Source: an optimization exercise on an open RTL-to-GDS flow (aim: small area). Production flows keep margins and buffers that such runs may drop. In this exercise RTL edits were held to simulation tests only and were not proved equivalent to the original.

==> flow/design.v <==
`timescale 1 ns/1 ns
module bBMU_213(HD1,  HD2, HD3, HD4, 
                HD5,  HD6, HD7, HD8, 
                HD9,  HD10, HD11, HD12, 
                HD13, HD14, HD15, HD16,
                Rx, le, clock, reset
               );
   output [1:0]  HD1;
   output [1:0]  HD2;
   output [1:0]  HD3;
   output [1:0]  HD4;
   output [1:0]  HD5;
   output [1:0]  HD6;
   output [1:0]  HD7;
   output [1:0]  HD8;
   output [1:0]  HD9;
   output [1:0]  HD10;
   output [1:0]  HD11;
   output [1:0]  HD12;
   output [1:0]  HD13;
   output [1:0]  HD14;
   output [1:0]  HD15;
   output [1:0]  HD16;   
   input [1:0] 	 Rx;
   input         le;
   input         clock;
   input         reset;
   reg [1:0] 	 HD1;
   reg [1:0] 	 HD2;
   reg [1:0] 	 HD3;
   reg [1:0] 	 HD4;
   reg [1:0] 	 HD5;
   reg [1:0] 	 HD6;
   reg [1:0] 	 HD7;
   reg [1:0] 	 HD8;
   reg [1:0] 	 HD9;
   reg [1:0] 	 HD10;
   reg [1:0] 	 HD11;
   reg [1:0] 	 HD12;
   reg [1:0] 	 HD13;
   reg [1:0] 	 HD14;
   reg [1:0] 	 HD15;
   reg [1:0] 	 HD16;   
   always @(posedge clock or posedge reset)
     begin
       if(reset)
         begin
            HD1 <=0; HD2 <=0; HD3 <=0; HD4 <=0;
            HD5 <=0; HD6 <=0; HD7 <=0; HD8 <=0;
            HD9 <=0; HD10<=0; HD11<=0; HD12<=0;
            HD13<=0; HD14<=0; HD15<=0; HD16<=0;
         end
       else if (le)
         begin
            case (Rx)
               2'b00: begin
                         HD1 <=2'b00; HD2 <=2'b10; HD3 <=2'b01; HD4 <=2'b01;
                         HD5 <=2'b10; HD6 <=2'b00; HD7 <=2'b01; HD8 <=2'b01;
                         HD9 <=2'b10; HD10<=2'b00; HD11<=2'b01; HD12<=2'b01;
                         HD13<=2'b00; HD14<=2'b10; HD15<=2'b01; HD16<=2'b01;
                      end
               2'b01: begin
                         HD1 <=2'b01; HD2 <=2'b01; HD3 <=2'b00; HD4 <=2'b10;
                         HD5 <=2'b01; HD6 <=2'b01; HD7 <=2'b10; HD8 <=2'b00;
                         HD9 <=2'b01; HD10<=2'b01; HD11<=2'b10; HD12<=2'b00;
                         HD13<=2'b01; HD14<=2'b01; HD15<=2'b00; HD16<=2'b10;
                      end
               2'b10: begin
                         HD1 <=2'b01; HD2 <=2'b01; HD3 <=2'b10; HD4 <=2'b00;
                         HD5 <=2'b01; HD6 <=2'b01; HD7 <=2'b00; HD8 <=2'b10;
                         HD9 <=2'b01; HD10<=2'b01; HD11<=2'b00; HD12<=2'b10;
                         HD13<=2'b01; HD14<=2'b01; HD15<=2'b10; HD16<=2'b00;
                      end
               2'b11: begin
                         HD1 <=2'b10; HD2 <=2'b00; HD3 <=2'b01; HD4 <=2'b01;
                         HD5 <=2'b00; HD6 <=2'b10; HD7 <=2'b01; HD8 <=2'b01;
                         HD9 <=2'b00; HD10<=2'b10; HD11<=2'b01; HD12<=2'b01;
                         HD13<=2'b10; HD14<=2'b00; HD15<=2'b01; HD16<=2'b01;
                      end
          endcase  
      end
  end
endmodule 
`timescale 1 ns/1 ns
module bACS_213 (acs_ppm_out, acs_Bx_out, 
                 acs_ppm_ina, HD_ina, acs_ppm_inb, HD_inb,
                 ae, clock, reset);
   output [4-1:0] acs_ppm_out;
   output [1-1:0] acs_Bx_out;
   input [4-1:0]  acs_ppm_ina;
   input [4-1:0]  acs_ppm_inb;   
   input [1:0]  HD_ina;
   input [1:0]  HD_inb;
   input        ae;
   input        clock;
   input        reset;
   reg [4-1:0]    acs_ppm_out;
   reg [1-1:0]    acs_Bx_out;
   reg [4-1:0]    suma;
   reg [4-1:0]    sumb;   
always @(posedge clock or posedge reset)
   begin
      if (reset)
        suma <=0;
      else
	begin
           if (ae && ({1'b0,acs_ppm_ina} + {3'b000,HD_ina}) > 5'd15)
	     suma <= 4'b1111;    
           else if (ae)
             suma <= acs_ppm_ina + {2'b00,HD_ina};
	end
   end
always @(posedge clock or posedge reset)
   begin
      if (reset)
         sumb <=0;
      else
	begin
           if (ae && ({1'b0,acs_ppm_inb} + {3'b000,HD_inb}) > 5'd15)
	     sumb <= 4'b1111;    
	   else if (ae)
             sumb <= acs_ppm_inb + {2'b00,HD_inb};
	end
   end
always @(*)
   begin 
      if (suma <=sumb)
         begin
            acs_ppm_out =suma;
            acs_Bx_out  =1'b0;  
         end
      else
         begin
            acs_ppm_out =sumb;
            acs_Bx_out  =1'b1;  
         end
   end
endmodule
`timescale 1 ns/1 ns
module bACSU_213(acs0_ppm_out, acs1_ppm_out, acs2_ppm_out, acs3_ppm_out, 
                 acs4_ppm_out, acs5_ppm_out, acs6_ppm_out, acs7_ppm_out,
                 acs0_Bx_out,  acs1_Bx_out,  acs2_Bx_out,  acs3_Bx_out, 
                 acs4_Bx_out,  acs5_Bx_out,  acs6_Bx_out,  acs7_Bx_out,
                 acs0_ppm_ina,  acs0_ppm_inb, HD0_ina, HD0_inb,
                 acs1_ppm_ina,  acs1_ppm_inb, HD1_ina, HD1_inb,
                 acs2_ppm_ina,  acs2_ppm_inb, HD2_ina, HD2_inb,
                 acs3_ppm_ina,  acs3_ppm_inb, HD3_ina, HD3_inb,
                 acs4_ppm_ina,  acs4_ppm_inb, HD4_ina, HD4_inb,
                 acs5_ppm_ina,  acs5_ppm_inb, HD5_ina, HD5_inb,
                 acs6_ppm_ina,  acs6_ppm_inb, HD6_ina, HD6_inb,
                 acs7_ppm_ina,  acs7_ppm_inb, HD7_ina, HD7_inb,
                 ae, clock, reset
                );
   output [4-1:0] acs0_ppm_out;
   output [4-1:0] acs1_ppm_out;
   output [4-1:0] acs2_ppm_out;
   output [4-1:0] acs3_ppm_out;
   output [4-1:0] acs4_ppm_out;
   output [4-1:0] acs5_ppm_out;
   output [4-1:0] acs6_ppm_out;
   output [4-1:0] acs7_ppm_out;
   output [1-1:0] acs0_Bx_out;
   output [1-1:0] acs1_Bx_out;
   output [1-1:0] acs2_Bx_out;
   output [1-1:0] acs3_Bx_out;
   output [1-1:0] acs4_Bx_out;
   output [1-1:0] acs5_Bx_out;
   output [1-1:0] acs6_Bx_out;
   output [1-1:0] acs7_Bx_out;
   input [4-1:0]  acs0_ppm_ina;
   input [4-1:0]  acs1_ppm_ina;
   input [4-1:0]  acs2_ppm_ina;
   input [4-1:0]  acs3_ppm_ina;
   input [4-1:0]  acs4_ppm_ina;
   input [4-1:0]  acs5_ppm_ina;
   input [4-1:0]  acs6_ppm_ina;
   input [4-1:0]  acs7_ppm_ina;
   input [4-1:0]  acs0_ppm_inb;
   input [4-1:0]  acs1_ppm_inb;
   input [4-1:0]  acs2_ppm_inb;
   input [4-1:0]  acs3_ppm_inb;
   input [4-1:0]  acs4_ppm_inb;
   input [4-1:0]  acs5_ppm_inb;
   input [4-1:0]  acs6_ppm_inb;
   input [4-1:0]  acs7_ppm_inb;
   input [1:0] 	   HD0_ina;
   input [1:0] 	   HD1_ina;
   input [1:0] 	   HD2_ina;
   input [1:0] 	   HD3_ina;
   input [1:0] 	   HD4_ina;
   input [1:0] 	   HD5_ina;
   input [1:0] 	   HD6_ina;
   input [1:0] 	   HD7_ina;
   input [1:0] 	   HD0_inb;
   input [1:0] 	   HD1_inb;
   input [1:0] 	   HD2_inb;
   input [1:0] 	   HD3_inb;
   input [1:0] 	   HD4_inb;
   input [1:0] 	   HD5_inb;
   input [1:0] 	   HD6_inb;
   input [1:0] 	   HD7_inb;   
   input ae;
   input clock;
   input reset;
bACS_213 ACS0 (.acs_ppm_out(acs0_ppm_out), 
               .acs_Bx_out(acs0_Bx_out),
               .acs_ppm_ina(acs0_ppm_ina), 
               .HD_ina(HD0_ina), 
               .acs_ppm_inb(acs0_ppm_inb), 
               .HD_inb(HD0_inb),
               .ae(ae),
               .clock(clock),
               .reset(reset)
              );
bACS_213 ACS1 (.acs_ppm_out(acs1_ppm_out),
               .acs_Bx_out(acs1_Bx_out), 
               .acs_ppm_ina(acs1_ppm_ina), 
               .HD_ina(HD1_ina), 
               .acs_ppm_inb(acs1_ppm_inb), 
               .HD_inb(HD1_inb),
               .ae(ae),
               .clock(clock),
               .reset(reset)
              );
bACS_213 ACS2 (.acs_ppm_out(acs2_ppm_out), 
               .acs_Bx_out(acs2_Bx_out),
               .acs_ppm_ina(acs2_ppm_ina), 
               .HD_ina(HD2_ina),
               .acs_ppm_inb(acs2_ppm_inb), 
               .HD_inb(HD2_inb),
               .ae(ae),
               .clock(clock),
               .reset(reset)
              );
bACS_213 ACS3 (.acs_ppm_out(acs3_ppm_out), 
               .acs_Bx_out(acs3_Bx_out),
               .acs_ppm_ina(acs3_ppm_ina), 
               .HD_ina(HD3_ina),
               .acs_ppm_inb(acs3_ppm_inb), 
               .HD_inb(HD3_inb),
               .ae(ae),
               .clock(clock),
               .reset(reset)
              );
bACS_213 ACS4 (.acs_ppm_out(acs4_ppm_out), 
               .acs_Bx_out(acs4_Bx_out),
               .acs_ppm_ina(acs4_ppm_ina), 
               .HD_ina(HD4_ina),
               .acs_ppm_inb(acs4_ppm_inb), 
               .HD_inb(HD4_inb),
               .ae(ae),
               .clock(clock),
               .reset(reset)
              );
bACS_213 ACS5 (.acs_ppm_out(acs5_ppm_out), 
               .acs_Bx_out(acs5_Bx_out),
               .acs_ppm_ina(acs5_ppm_ina), 
               .HD_ina(HD5_ina),
               .acs_ppm_inb(acs5_ppm_inb), 
               .HD_inb(HD5_inb),               
               .ae(ae),
               .clock(clock),
               .reset(reset)
               );
bACS_213 ACS6 (.acs_ppm_out(acs6_ppm_out), 
               .acs_Bx_out(acs6_Bx_out),
               .acs_ppm_ina(acs6_ppm_ina), 
               .HD_ina(HD6_ina),
               .acs_ppm_inb(acs6_ppm_inb), 
               .HD_inb(HD6_inb),
               .ae(ae),
               .clock(clock),
               .reset(reset)
              );
bACS_213 ACS7 (.acs_ppm_out(acs7_ppm_out), 
               .acs_Bx_out(acs7_Bx_out),
               .acs_ppm_ina(acs7_ppm_ina), 
               .HD_ina(HD7_ina),
               .acs_ppm_inb(acs7_ppm_inb), 
               .HD_inb(HD7_inb),
               .ae(ae),
               .clock(clock),
               .reset(reset)
              );
endmodule 
`timescale 1 ns/1 ns
module bTBDECISION_213 (best_state,
                        in0, in1, in2, in3, in4, in5, in6, in7);
   output [3-1:0] best_state;
   input [4-1:0]  in0;
   input [4-1:0]  in1;
   input [4-1:0]  in2;
   input [4-1:0]  in3;
   input [4-1:0]  in4;
   input [4-1:0]  in5;
   input [4-1:0]  in6;
   input [4-1:0]  in7;
   reg [3-1:0]    best_state;
   reg [4-1:0]    min_01;
   reg [4-1:0]    min_23;
   reg [4-1:0]    min_45;
   reg [4-1:0]    min_67;
   reg [4-1:0]    min_0123;
   reg [4-1:0]    min_4567;
   reg [4-1:0]    min_metric;   
always @(in0 or in1 or in2 or in3 or in4 or in5 or in6 or in7)
  begin
     if (in0 <=in1)
       min_01=in0;
     else
       min_01=in1;
     if (in2 <=in3)
       min_23=in2;
     else
       min_23=in3;
     if (in4 <=in5)
       min_45=in4;
     else
       min_45=in5;
     if (in6 <=in7)
       min_67=in6;
     else
       min_67=in7;
     if (min_01 <= min_23)
       min_0123 = min_01;
     else
       min_0123 = min_23;
     if (min_45 <= min_67)
       min_4567 = min_45;
     else
       min_4567 = min_67;
     if (min_0123 <= min_4567)
       min_metric = min_0123;
     else
       min_metric = min_4567;
  end 
always @ (in0 or in1 or in2 or in3 or in4 or in5 or in6 or in7 or min_metric)
  begin
     if (in0==min_metric)
       best_state = 3'b000;
     else if (in1==min_metric)
       best_state = 3'b001;
     else if (in2==min_metric)
       best_state = 3'b010;
     else if (in3==min_metric)
       best_state = 3'b011;
     else if (in4==min_metric)
       best_state = 3'b100;
     else if (in5==min_metric)
       best_state = 3'b101;
     else if (in6==min_metric)
       best_state = 3'b110;
     else 
       best_state = 3'b111;
  end
endmodule
`timescale 1 ns/1 ns
module bSYNCERR_213  (error, stage, we, metric, reset, clock
                 );
   output error;
   input [3:0] stage;
   input [2:0] metric;
   input       we;
   input       reset;
   input       clock;
   reg 	       error;
always @(posedge clock or posedge reset)
  begin
     if (reset)
       error <=1'b0;
     else
       begin
          if (we && stage >=4'b0011 && {1'b0,metric} >4'b1000)
            error <=1'b1;
	  else
	    error <=1'b0;
       end
  end
endmodule 
`timescale 1 ns/1 ns
module bCONTROL_213 (Dx, oe, le, ae, sync_error,
                     A0_out, A1_out, A2_out, A3_out, A4_out, A5_out, A6_out, A7_out,
                     A0_in,  A1_in,  A2_in,  A3_in,  A4_in,  A5_in,  A6_in,  A7_in,
                     P0_in,  P1_in,  P2_in,  P3_in,  P4_in,  P5_in,  P6_in,  P7_in,
                     seq_ready, reset, clock 
                    );
   output [1-1:0] Dx;
   output          oe;
   output          le;
   output          ae;
   output          sync_error;
   output [4-1:0] A0_out;
   output [4-1:0] A1_out;
   output [4-1:0] A2_out;
   output [4-1:0] A3_out;
   output [4-1:0] A4_out;
   output [4-1:0] A5_out;
   output [4-1:0] A6_out;
   output [4-1:0] A7_out;
   input [4-1:0] A0_in;
   input [4-1:0] A1_in;
   input [4-1:0] A2_in;
   input [4-1:0] A3_in;
   input [4-1:0] A4_in;
   input [4-1:0] A5_in;
   input [4-1:0] A6_in;
   input [4-1:0] A7_in;
   input [1-1:0] P0_in;
   input [1-1:0] P1_in;
   input [1-1:0] P2_in;
   input [1-1:0] P3_in;
   input [1-1:0] P4_in;
   input [1-1:0] P5_in;
   input [1-1:0] P6_in;
   input [1-1:0] P7_in;
   input 	  seq_ready;
   input 	  reset;
   input 	  clock;
   reg [15-1:0]   P0;
   reg [15-1:0]   P1;
   reg [15-1:0]   P2;
   reg [15-1:0]   P3;
   reg [15-1:0]   P4;
   reg [15-1:0]   P5;
   reg [15-1:0]   P6;
   reg [15-1:0]   P7;
   reg [4-1:0]   A0;
   reg [4-1:0]   A1;
   reg [4-1:0]   A2;
   reg [4-1:0]   A3;
   reg [4-1:0]   A4;
   reg [4-1:0]   A5;
   reg [4-1:0]   A6;
   reg [4-1:0]   A7;
   reg [8:0] 	  symbol_count;
   reg [3:0] 	  write_ptr;
   reg [3:0] 	  trace_ptr;
   reg [2:0] 	  tb_reg;
   reg 		  le;
   reg 		  ae;
   reg 		  we;
   reg 		  te;
   reg 		  oe;
   parameter [6:0] 
                   IDLE           =7'b0000001,
                   LOAD_HD        =7'b0000010,
                   ADD_HD         =7'b0000100,
                   WRITE_METRICS  =7'b0001000,
                   BEST_STATE     =7'b0010000,
                   TRACEBACK      =7'b0100000,
		   OUTPUT_DX      =7'b1000000;
   reg [6:0] NEXT_STATE;
   wire [2:0] min_state;
   bTBDECISION_213 TB_1 (.best_state(min_state), 
                         .in0(A0_out), .in1(A1_out), .in2(A2_out), .in3(A3_out), 
                         .in4(A4_out), .in5(A5_out), .in6(A6_out), .in7(A7_out));
   bSYNCERR_213  SE_1 (.error(sync_error), .stage(write_ptr), .we(we), .metric(min_state), .reset(reset), .clock(clock));
   assign Dx = (oe) ? tb_reg[0] : 1'b0;
   assign A0_out = (write_ptr>0) ? A0_in:A0;
   assign A1_out = (write_ptr>0) ? A1_in:A1;
   assign A2_out = (write_ptr>0) ? A2_in:A2;
   assign A3_out = (write_ptr>0) ? A3_in:A3;
   assign A4_out = (write_ptr>0) ? A4_in:A4;
   assign A5_out = (write_ptr>0) ? A5_in:A5;
   assign A6_out = (write_ptr>0) ? A6_in:A6;
   assign A7_out = (write_ptr>0) ? A7_in:A7;
   always @(posedge clock or posedge reset)
     begin
	if (reset)
	  begin
	     P0 <=0; P1 <=0; P2 <=0; P3 <=0; P4 <=0; P5 <=0; P6 <=0; P7 <=0;
	  end
	else
	  begin
             if (we && write_ptr>0)
               begin
                  P0   <={P0_in, P0[15-1:1]};
                  P1   <={P1_in, P1[15-1:1]};
                  P2   <={P2_in, P2[15-1:1]};
                  P3   <={P3_in, P3[15-1:1]};
                  P4   <={P4_in, P4[15-1:1]};
                  P5   <={P5_in, P5[15-1:1]};
                  P6   <={P6_in, P6[15-1:1]};
                  P7   <={P7_in, P7[15-1:1]};		  
               end
	  end
     end
   always @(posedge clock or posedge reset)
     begin
	if (reset)
	  begin
	     A0 <=0;       A1 <=4'b1111; A2 <=4'b1111; A3 <=4'b1111; 
             A4 <=4'b1111; A5 <=4'b1111; A6 <=4'b1111; A7 <=4'b1111;
	  end
	else
	  begin
             if (we)
               begin
                  A0 <=A0_in; A1 <=A1_in; A2 <=A2_in; A3 <=A3_in; 
                  A4 <=A4_in; A5 <=A5_in; A6 <=A6_in; A7 <=A7_in;
               end
	  end
     end
   always @(posedge clock or posedge reset)
     begin
	if (reset)
	  tb_reg <=0;
	else
	  begin
	     if (NEXT_STATE==WRITE_METRICS)
	        tb_reg <=min_state;
	     else if (te)
               begin
                  case (tb_reg)
                    3'b000 : tb_reg <={P0[trace_ptr],tb_reg[2:1]};
                    3'b001 : tb_reg <={P1[trace_ptr],tb_reg[2:1]};
                    3'b010 : tb_reg <={P2[trace_ptr],tb_reg[2:1]};
                    3'b011 : tb_reg <={P3[trace_ptr],tb_reg[2:1]};
                    3'b100 : tb_reg <={P4[trace_ptr],tb_reg[2:1]};
                    3'b101 : tb_reg <={P5[trace_ptr],tb_reg[2:1]};
                    3'b110 : tb_reg <={P6[trace_ptr],tb_reg[2:1]};
                    3'b111 : tb_reg <={P7[trace_ptr],tb_reg[2:1]};
                  endcase
	       end
	  end
     end
   always @ (posedge clock or posedge reset)
     begin
        if (reset)
          begin
             le <=0; ae <=0; we <=0; te <=0; oe <=0;
	     write_ptr    <=0;
	     trace_ptr    <=0;
	     symbol_count <=0;
             NEXT_STATE   <= IDLE;
          end
        else
          begin
             case(NEXT_STATE) 
               IDLE:      begin
		             if (seq_ready)
			       begin
                                  le <=0; ae <=0; we <=0; te <=0; oe <=0;
                                  NEXT_STATE <=LOAD_HD;
			       end
		             else
			       NEXT_STATE <=IDLE;
                           end  
               LOAD_HD:    begin
                              le <=1; ae <=0; we <=0; te <=0; oe <=0;
                              NEXT_STATE   <= ADD_HD;
                           end  
               ADD_HD:        begin
                              le <=0; ae <=1; we <=0; te <=0; oe <=0;
                              NEXT_STATE   <= WRITE_METRICS;
                           end  
               WRITE_METRICS: begin
                                 if (write_ptr < 15-1)
                                   begin
                                      le <=0; ae <=0; we <=1; te <=0; oe <=0;
				      write_ptr <=write_ptr+1;
                                      NEXT_STATE   <= LOAD_HD;
                                   end
                                else if (write_ptr == 15-1)
                                   begin
				      le <=0; ae <=0; we <=1; te <=0; oe <=0;
				      write_ptr <=write_ptr+1;
                                      NEXT_STATE   <= BEST_STATE;
			           end
                              end  
               BEST_STATE:    begin
                                 le <=0; ae <=0; we <=0; te <=0; oe <=0;
		                 write_ptr    <=15-1;
		  		 trace_ptr    <=15-1;
                                 NEXT_STATE   <= TRACEBACK;
                              end  
               TRACEBACK:     begin
                                 if (trace_ptr >1)
                                   begin
                                      le <=0; ae <=0; we <=0; te <=1; oe <=0;
		                      trace_ptr    <=trace_ptr-1;  
                                      NEXT_STATE   <= TRACEBACK;
                                   end	    
                                 else if (trace_ptr == 1) 
                                   begin
                                      le <=0; ae <=0; we <=0; te <=0; oe <=0;
                                      NEXT_STATE   <= OUTPUT_DX;
	                           end
                              end  
               OUTPUT_DX:     begin
                                 if (symbol_count <=15 + 3)
                                   begin
                                      le <=0; ae <=0; we <=0; te <=0; oe <=1;
	                              symbol_count <=symbol_count+1;				   
                                      NEXT_STATE   <= LOAD_HD;
				   end
	                         else if (symbol_count <20+3)
				   begin
				      le <=0; ae <=0; we <=0; te <=0; oe <=1;
                                      symbol_count  <=symbol_count+1;
                                      NEXT_STATE   <= BEST_STATE;
				   end
		                 else
				   begin
				      le <=0; ae <=0; we <=0; te <=0; oe <=0;
                                      NEXT_STATE   <= IDLE;
				   end
                              end  
	    endcase  
	 end  
   end  
endmodule
`timescale 1 ns/1 ns
module bVITERBI_213 (Dx,            
                     oe,            
                     sync_error,    
                     Rx,            
		     seq_ready,     
                     clock,
                     reset);
   output [1-1:0] Dx;
   output          oe;
   output          sync_error;
   input [2-1:0]  Rx;
   input           seq_ready;
   input           reset;
   input           clock;
   wire [4-1:0] A0_out;
   wire [4-1:0] A1_out;
   wire [4-1:0] A2_out;
   wire [4-1:0] A3_out;
   wire [4-1:0] A4_out;
   wire [4-1:0] A5_out;
   wire [4-1:0] A6_out;
   wire [4-1:0] A7_out;   
   wire [4-1:0] acs0_ppm_out;
   wire [4-1:0] acs1_ppm_out;
   wire [4-1:0] acs2_ppm_out;
   wire [4-1:0] acs3_ppm_out;
   wire [4-1:0] acs4_ppm_out;
   wire [4-1:0] acs5_ppm_out;   
   wire [4-1:0] acs6_ppm_out;   
   wire [4-1:0] acs7_ppm_out;
   wire [1-1:0] acs0_Bx_out;
   wire [1-1:0] acs1_Bx_out;
   wire [1-1:0] acs2_Bx_out;
   wire [1-1:0] acs3_Bx_out;
   wire [1-1:0] acs4_Bx_out;
   wire [1-1:0] acs5_Bx_out;
   wire [1-1:0] acs6_Bx_out;
   wire [1-1:0] acs7_Bx_out;   
   wire [1:0] 	 HD1;
   wire [1:0] 	 HD2;
   wire [1:0] 	 HD3;
   wire [1:0] 	 HD4;
   wire [1:0] 	 HD5;
   wire [1:0] 	 HD6;
   wire [1:0] 	 HD7;
   wire [1:0] 	 HD8;
   wire [1:0] 	 HD9;
   wire [1:0] 	 HD10;
   wire [1:0] 	 HD11;
   wire [1:0] 	 HD12;
   wire [1:0] 	 HD13;
   wire [1:0] 	 HD14;
   wire [1:0] 	 HD15;
   wire [1:0] 	 HD16;  
   wire          le;
   wire          ae;
bBMU_213 U1 (.HD1(HD1),   .HD2(HD2),   .HD3(HD3),   .HD4(HD4),   
             .HD5(HD5),   .HD6(HD6),   .HD7(HD7),   .HD8(HD8),   
             .HD9(HD9),   .HD10(HD10), .HD11(HD11), .HD12(HD12), 
             .HD13(HD13), .HD14(HD14), .HD15(HD15), .HD16(HD16), 
             .Rx(Rx), .le(le), .reset(reset), .clock(clock)
            );
bACSU_213 U2 (.acs0_ppm_out(acs0_ppm_out), .acs1_ppm_out(acs1_ppm_out), 
              .acs2_ppm_out(acs2_ppm_out), .acs3_ppm_out(acs3_ppm_out), 
              .acs4_ppm_out(acs4_ppm_out), .acs5_ppm_out(acs5_ppm_out), 
              .acs6_ppm_out(acs6_ppm_out), .acs7_ppm_out(acs7_ppm_out),
              .acs0_Bx_out(acs0_Bx_out),   .acs1_Bx_out(acs1_Bx_out), 
              .acs2_Bx_out(acs2_Bx_out),   .acs3_Bx_out(acs3_Bx_out), 
              .acs4_Bx_out(acs4_Bx_out),   .acs5_Bx_out(acs5_Bx_out), 
              .acs6_Bx_out(acs6_Bx_out),   .acs7_Bx_out(acs7_Bx_out),
              .acs0_ppm_ina(A0_out),  .acs0_ppm_inb(A4_out), .HD0_ina(HD1), .HD0_inb(HD9),
              .acs1_ppm_ina(A0_out),  .acs1_ppm_inb(A4_out), .HD1_ina(HD2), .HD1_inb(HD10),
              .acs2_ppm_ina(A1_out),  .acs2_ppm_inb(A5_out), .HD2_ina(HD3), .HD2_inb(HD11),
              .acs3_ppm_ina(A1_out),  .acs3_ppm_inb(A5_out), .HD3_ina(HD4), .HD3_inb(HD12),
              .acs4_ppm_ina(A2_out),  .acs4_ppm_inb(A6_out), .HD4_ina(HD5), .HD4_inb(HD13),
              .acs5_ppm_ina(A2_out),  .acs5_ppm_inb(A6_out), .HD5_ina(HD6), .HD5_inb(HD14),
              .acs6_ppm_ina(A3_out),  .acs6_ppm_inb(A7_out), .HD6_ina(HD7), .HD6_inb(HD15),
              .acs7_ppm_ina(A3_out),  .acs7_ppm_inb(A7_out), .HD7_ina(HD8), .HD7_inb(HD16),
	      .ae(ae), .reset(reset), .clock(clock)
              );
bCONTROL_213 U3 (.Dx(Dx), .oe(oe), .le(le), .ae(ae), .sync_error(sync_error), 
                 .A0_out(A0_out), .A1_out(A1_out), .A2_out(A2_out), .A3_out(A3_out), 
                 .A4_out(A4_out), .A5_out(A5_out), .A6_out(A6_out), .A7_out(A7_out),
                 .A0_in(acs0_ppm_out), .A1_in(acs1_ppm_out), .A2_in(acs2_ppm_out), .A3_in(acs3_ppm_out),  
                 .A4_in(acs4_ppm_out), .A5_in(acs5_ppm_out), .A6_in(acs6_ppm_out), .A7_in(acs7_ppm_out),
                 .P0_in(acs0_Bx_out), .P1_in(acs1_Bx_out), .P2_in(acs2_Bx_out), .P3_in(acs3_Bx_out), 
                 .P4_in(acs4_Bx_out), .P5_in(acs5_Bx_out), .P6_in(acs6_Bx_out), .P7_in(acs7_Bx_out),
                 .seq_ready(seq_ready), .reset(reset), .clock(clock)
                );
endmodule
==> flow/run.sh <==
#!/bin/bash
# synth_recipe.tcl (not shown) runs the flow's synth.tcl, then flattens the netlist and writes it again
# the make line also repeats each setting of config.mk as NAME=value (left out here)
make -C /OpenROAD-flow-scripts/flow DESIGN_CONFIG=/design/flow/config.mk WORK_HOME=/design/flow/orfs CLKGATE_MAP_FILE= SYNTH_SCRIPT=/design/flow/synth_recipe.tcl finish
==> flow/config.mk <==
export PLATFORM = sky130hd
export DESIGN_NAME = bVITERBI_213
export DESIGN_NICKNAME = bVITERBI_213
export VERILOG_FILES = /design/flow/design.v
export SDC_FILE = /design/flow/constraint.sdc
export NUM_CORES = 4
export LEC_CHECK = 0
export CAP_MARGIN = 20
export CORE_MARGIN = 2
export CORE_UTILIZATION = 40
export SLEW_MARGIN = 20
==> flow/constraint.sdc <==
create_clock -name core_clock -period 12.0 [get_ports {clock}]
set_input_delay 2.4000 -clock core_clock [delete_from_list [all_inputs] [get_ports {clock}]]
set_output_delay 2.4000 -clock core_clock [all_outputs]
set_load 0.01 [all_outputs]
==> summary.txt <==
Outcome
  • Status: finished clean

Synth
  • Area leader, netlist: dfrtp_1
  • Post-synthesis sequential area ratio: around 41%
  • Synth cell count leaders: dfrtp_1 (225), nor2_1 (137), a21oi_1 (130), mux2_2 (130), nand2_1 (108)
  • Synth Register Bits: 254
  • Yosys top cell area share: roughly 36%
  • Synth async-reset ratio: between 90% and 100%
  • Post-synth EDFFs: 0
  • Cell variety after synth: 79
  • Most numerous cell in the Yosys netlist: dfrtp_1
  • Syn Std Cell Area: 15600 sq um
  • Cell count after synthesis: 1562
  • Ranking of synthesized cells by area: dfrtp_1 (36%), mux2_2 (9.4%), ha_1 (7.6%)
  • Syn Nets: approximately 1700
  • Most used DFF post-synth: dfrtp_1
  • Synth Warn #: 5
  • Syn_area_per_cell: between 9 and 10 sq um

Drt
  • TritonRoute pass-1 iters: 5
  • Drt wl/cell: between 15 and 20 um
  • Vias/cell: roughly 5.5
  • Residual antenna-violating net count after detailed routing: 0
  • DR vias: approximately 11000
  • Final wirelength: between 30000 and 40000 um
  • DR DRC count: 0
  • DRT iter0 DRCs: 720

GRT
  • Initial antenna violation count: 0
  • Gr usage total: between 10% and 20%
  • First-pass GRT wire length: 62200 um
  • Total gr overflow: 0
  • Largest net degree at the start of global routing: ~130
  • Vias in the first global route: 11500

Worst setup path
  • Worst-path fanout max: 11
  • CP Capture Type: flip-flop
  • Startpoint types: flip-flop
  • Crit path DAT: a little over 9000 ps
  • CP Depth: 37
  • CP required: 12510 ps
  • CP dominant cell by count: ha_1
  • Reg2reg path depth: 37
  • Slowest cell on the critical path: mux2i_1
  • CP max stage delay: around 540 ps
  • Worst Path Buf+Inv: 3
  • Critical path's top delay family: compound AO/OA/AOI/OAI gates
  • Crit path kind: reg -> reg

CTS
  • Root Driver: clkbuf_16
  • Clk slew on worst S/H paths: 60 ps
  • Max clock buf depth: 3
  • CTS HTree Levels: 1
  • CTS Hold Bufs: 0
  • CTS buffer count: 29
  • Post-CTS Setup Inserts: 0
  • CTS tree: built
  • CTS sink cnt: ~250
  • Worst-Skew Late Latency: about 580 ps
  • CTS resizes: 0

Final layout
  • Fin nets: between 1500 and 2000
  • Diode count: 0
  • Post-layout instance area: approximately 17000 sq um
  • Filler cells: ~3700
  • Layout cell share with drive strength beyond 1: roughly 17%
  • Area Overhead vs Synth: 9.56%

Place
  • Placement Cell Area: 16100 sq um
  • Post-DP HPWL: between 20000 and 30000 um
  • IO Port Bufs: 6
  • GPL Wtd Cong: 0.923
  • Setup WS pre-CTS: between 3000 and 4000 ps

Min path
  • Worst hold path stage count: 0
  • Type of the worst min-delay path: reg -> reg

STA
  • Fin crit share: 72.2%
  • Slew @ Worst Pin: 1030 ps
  • Clock period minus worst slack: around 8700 ps
  • Max-slew violation count: 0
  • Unrepaired setup endpoints after global routing: no
  • Max-slew headroom: between 30% and 40%
  • Final hold violation count: 0
  • Max Freq: approximately 0.12 GHz
  • Total negative slack: 0 ps
  • Final worst slack: 3340 ps
  • Worst hold slack: around 380 ps
  • Clock Skews: around 17 ps
  • Final setup fails: 0

Run
  • Max_cap viols: 0

Die
  • Die ar.: just over 40000 sq um
  • Rows: 72
  • Area of the core: slightly below 40000 sq um
  • Ports: 8
  • Initial Util: between 40% and 50%
  • Die Span Y: around 200 um
  • Horiz. Die Dim: just over 200 um
## path summary, 6_finish.rpt
| kind | from | end | slack [ps] |
|---|---|---|---|
| setup / recovery | U2.ACS0.sumb[1] | U3.tb_reg[2] | 3340 |
| hold / removal | U3.symbol_count[6] | U3.symbol_count[6] | 380 |
| setup reg to reg | U2.ACS0.sumb[1] | U3.tb_reg[2] | 3340 |
| hold reg to reg | U3.symbol_count[6] | U3.symbol_count[6] | 380 |
| max in group asynchronous | reset | U3.P1[13] | 8030 |
| min in group asynchronous | reset | U3.write_ptr[1] | 2360 |
## routing by layer
metal  track usage [%]  vias to the layer above  part of all wire [%]
met1              25.4                     5605                    46
li1                  -                     5534                     -
met5                 0                        -                     0
met4              5.75                        0                   2.8
met3              2.70                       65                   4.2
met2              31.7                      259                    47
## final cells by class
cell class	count	area (sq um)	area share, %
flip-flops and latches	254	6400	37.6
clock buffers	46	860	5.04
clock inverters	8	108	0.631
multi-input cells	1128	8480	49.8
repair buffers	18	150	0.881
well taps	518	648	3.80
inverters	103	394	2.31
## per-stage QoR
| stage | util (%) | cells |
|---|---|---|
| 6_report | 44.2 | 2075 |
| 5_1_grt | 44.2 | 2075 |
| 4_1_cts | 44.2 | 2075 |
| 3_5_place_dp | 41.7 | 2021 |
| 3_3_place_gp | 41.7 | 2021 |
| 2_1_floorplan | - | 1562 |
## cells in the final DEF (no fill, tap or decap), types with 30 or more instances in the layout
cell	Yosys	routed
dfrtp_1	225	222
inv_1	99	98
mux2_2	130	130
nand3_1	38	38
nor3_1	30	30
nor2_1	137	137
a21oi_1	130	130
ha_1	94	94
o21ai_0	92	91
mux2i_1	59	59
nand2_1	108	107
## kinds of logic (layout without fill, tap and decap cells)
family,Yosys count,count (layout),share of synthesized area (%)
buffers and inverters,180,175,4.45
AND/OR/NAND/NOR,397,397,11.8
adder cells (fa/ha/maj),110,110,9.62
XOR/XNOR,33,33,1.86
AO/OA/AOI/OAI,380,380,15.4
flip-flops,254,254,41.1
other,1,1,0.0241
multiplexers,207,207,15.8

## re-timing with driven ports
Ports are ideal in the flow. The routed layout listed here was re-timed in OpenROAD. Step 1: set_driving_cell puts a clkbuf_16 on clock and a buf_2 on each other input, an assumption about the parent block. Step 2 times the ports against the registers' clock, not the clock port: input delays grow and output delays shrink by t, the midpoint of the rising clock arrivals with the driver on. Slacks: no drivers / after step 1 / after step 2; pairs: no drivers / after step 1.
t (ns): 0.627
slack for setup (ns): 3.340 / 3.340 / 3.340
worst setup path after step 2: register to register
After both steps setup and hold are still met in this run. The setup slack of this run moves by 0.000 ns with the drivers and by 0.000 ns with both steps.
